What follows belongs to an exercise in optimizing a design on an open flow for small area, a short achievable clock period and few clock cycles per item; a production flow would make more cautious choices.
Only simulation tests tie the RTL to the original design; equivalence was not proved.
Power is estimated from default activity; no workload was simulated.

==> flow/design.v <==
module sorting_top #(
    parameter N = 8,
    parameter L = 4
)(
    input wire clk,
    input wire rst,
    input wire Rd,
    input wire WrInit,
    input wire [L-1:0] RAddr,
    input wire [N-1:0] DataIn,
    input wire start,
    output wire [N-1:0] DataOut,
    output wire done
);
    localparam K = 16;
    reg [N-1:0] r [0:K-1];    
    reg [L-1:0] o;            
    reg [N-1:0] rdat;         
    reg         busy;
    reg         done_r;
    wire go  = start & ~busy;
    wire wr  = WrInit & ~start & ~busy;
    wire rot = go | busy;     
    function automatic gt8(input [N-1:0] a, input [N-1:0] b);
        integer n;
        reg c;
        begin
            c = 1'b0;
            for (n = 0; n < N; n = n + 1)
                c = (a[n] & ~b[n]) | ((a[n] | ~b[n]) & c);
            gt8 = c;
        end
    endfunction
    wire [K/2-1:0] sw;
    genvar j, b;
    generate
        for (j = 0; j < K/2; j = j + 1) begin : g_ce
            assign sw[j] = rot && (o != 2*j+1) && gt8(r[2*j], r[2*j+1]);
        end
    endgenerate
    wire [N-1:0] nx [0:K-1];
    generate
        for (j = 0; j < K; j = j + 1) begin : g_slot
            wire ws = wr && RAddr == j;                  
            if (j % 2 == 1) begin : g_lo                  
                wire s_l = ~rst & rot & ~sw[j/2];          
                wire s_d = ~rst & ws;                      
                wire s_h = ~rst & ~s_l & ~ws;              
                for (b = 0; b < N; b = b + 1) begin : g_b
                    ao222 u_ao (.a(s_l), .x(r[j-1][b]), .c(s_d), .y(DataIn[b]),
                                .e(s_h), .z(r[j][b]), .q(nx[j][b]));
                end
            end else begin : g_hi                          
                wire s_2 = ~rst & rot & sw[((j+K-2)%K)/2];   
                wire s_1 = ~rst & rot & ~sw[((j+K-2)%K)/2];  
                wire s_d = ~rst & ws;
                wire s_h = ~rst & ~rot & ~ws;
                for (b = 0; b < N; b = b + 1) begin : g_b
                    ao2222 u_ao (.a(s_2), .w(r[(j+K-2)%K][b]), .c(s_1), .x(r[(j+K-1)%K][b]),
                                 .e(s_d), .y(DataIn[b]), .g(s_h), .z(r[j][b]), .q(nx[j][b]));
                end
            end
        end
    endgenerate
    wire [K-1:0] rhot;
    wire [N-1:0] rsel;
    generate
        for (j = 0; j < K; j = j + 1) begin : g_rhot
            assign rhot[j] = ~wr && RAddr == j;
        end
        for (b = 0; b < N; b = b + 1) begin : g_rmux
            wire [K-1:0] col;
            for (j = 0; j < K; j = j + 1) begin : g_col
                assign col[j] = r[j][b];
            end
            ao17 u_rm (.s({wr, rhot}), .d({DataIn[b], col}), .q(rsel[b]));
        end
    endgenerate
    integer i;
    always @(posedge clk) begin
        for (i = 0; i < K; i = i + 1)
            r[i] <= nx[i];
    end
    always @(posedge clk) begin
        rdat <= rsel;
        if (rst || !rot) o <= {L{1'b0}};
        else             o <= o + 1'b1;
        if (rst) begin
            busy <= 1'b0;
            done_r <= 1'b0;
        end else if (go) begin
            busy <= 1'b1;
            done_r <= 1'b0;
        end else if (busy && o == 4'd15) begin
            busy <= 1'b0;
            done_r <= 1'b1;
        end
    end
    assign DataOut = Rd ? rdat : {N{1'b0}};
    assign done = done_r;
endmodule
module ao222 (
    input wire a, x, c, y, e, z,
    output wire q
);
    assign q = (a & x) | (c & y) | (e & z);
endmodule
module ao2222 (
    input wire a, w, c, x, e, y, g, z,
    output wire q
);
    assign q = (a & w) | (c & x) | (e & y) | (g & z);
endmodule
module ao17 (
    input wire [16:0] s,
    input wire [16:0] d,
    output wire q
);
    assign q = |(s & d);
endmodule
Settings: LEC_CHECK=0, CAP_MARGIN=20, CORE_MARGIN=2, CORE_UTILIZATION=40, CTS_BUF_LIST=sky130_fd_sc_hd__clkbuf_8, CTS_CLUSTER_DIAMETER=60, CTS_CLUSTER_SIZE=20, SETUP_SLACK_MARGIN=2.5, SLEW_MARGIN=20, SYNTH_HIERARCHICAL=1, SYNTH_MINIMUM_KEEP_SIZE=0; clock period 5.0 ns.
standard.sh (not shown) runs the stock make flow with config.mk's settings and CLKGATE_MAP_FILE= SYNTH_SCRIPT=/design/flow/synth_recipe.tcl, a recipe that flattens the netlist after the stock synthesis.
==> flow/flow/run.sh <==
#!/bin/bash
# The standard layout (the standard.sh, standard synthesis unchanged),
# with clock tree synthesis told not to add dummy load cells.
set -euo pipefail
CTS="-sink_clustering_enable -repair_clock_nets -dont_use_dummy_load"
CTS="$CTS -buf_list sky130_fd_sc_hd__clkbuf_8 -sink_clustering_size 20 -sink_clustering_max_diameter 60"
bash standard.sh "CTS_ARGS=$CTS" finish > standard_finish.log 2>&1
The starting point produced a clean layout.
Testbench counts at the start, summed over its fixed seeds: cycles 4,616, sorts 96.
Change:
==> flow/run.sh (new file) <==
#!/bin/bash
# synth_recipe.tcl (not shown) runs the flow's synth.tcl, then flattens the netlist and writes it again
# the make line also repeats each setting of config.mk as NAME=value (left out here)
make -C /OpenROAD-flow-scripts/flow DESIGN_CONFIG=/design/flow/config.mk WORK_HOME=/design/flow/orfs CLKGATE_MAP_FILE= SYNTH_SCRIPT=/design/flow/synth_recipe.tcl finish
Settings changed: SETUP_SLACK_MARGIN 2.5 to 2.6.
removed: flow/flow/run.sh
removed: flow/standard.sh
Outcome: Hold slack degrades by 10 ps. Total power went up by 22%. Wire length goes down by 0.63%. Via count went up by 0.58%. Setup slack improves by 79 ps. Die area does not change. Global-route usage goes down by 0.15 points. Final area increases by 6.4%. Synthesized cell count does not change. Clock power rises by 64%. Maximum frequency grows by 3.3%.
Change:
==> flow/flow/run.sh (new file) <==
#!/bin/bash
# The standard layout (the standard.sh, standard synthesis unchanged),
# with clock tree synthesis told not to add dummy load cells.
set -euo pipefail
CTS="-sink_clustering_enable -repair_clock_nets -dont_use_dummy_load"
CTS="$CTS -buf_list sky130_fd_sc_hd__clkbuf_4 -sink_clustering_size 12 -sink_clustering_max_diameter 50"
bash standard.sh "CTS_ARGS=$CTS" finish > standard_finish.log 2>&1
==> flow/standard.sh (new file) <==
#!/bin/bash
# synth_recipe.tcl (not shown) runs the flow's synth.tcl, then flattens the netlist and writes it again
# the make line also repeats each setting of config.mk as NAME=value (left out here)
make -C /OpenROAD-flow-scripts/flow DESIGN_CONFIG=/design/flow/config.mk WORK_HOME=/design/flow/orfs CLKGATE_MAP_FILE= SYNTH_SCRIPT=/design/flow/synth_recipe.tcl "${@:-finish}"
Settings changed: CTS_BUF_LIST sky130_fd_sc_hd__clkbuf_8 to sky130_fd_sc_hd__clkbuf_4, CTS_CLUSTER_DIAMETER 60 to 50, CTS_CLUSTER_SIZE 20 to 12.
removed: flow/run.sh
Outcome: Maximum frequency falls by a few percent. Final area came out lower by a few percent. Global-route usage is about the same. Critical path depth goes up by 1. Total power goes down by a quarter to a third. Wire length is higher slightly. Setup slack loses 65 ps. Sequential power is about the same.

==> separate check: timing with driven ports <==
The flow's constraints put no driver on any port. The routed layouts listed below were extracted and timed again, unchanged, in two steps.
Step 1: set_driving_cell puts a clkbuf_16 on clk and a buf_2 on each other input, an assumption about the parent block.
Step 2 moves the port delays by t, midway between the first and last clock arrival at a register: inputs arrive t later, outputs are due t later. That takes back most of the time a late clock gives input paths.
Three values: ideal ports, drivers, drivers and shift; two values: the first two.
run | t (ns) | setup WS [ns] | latest minus earliest clock arrival (ns)
the first run | 0.490 | 2.527 / 2.550 / 2.060 | 0.034 / 0.034
the second run | 0.497 | 2.606 / 2.582 / 2.120 | 0.013 / 0.013
the third run | 0.587 | 2.541 / 2.541 / 2.001 | 0.031 / 0.031
After both steps setup and hold are still met in every run listed. For the third run, which loses most, drivers alone change the setup slack by 0.000 ns; drivers and shift together by -0.540 ns.
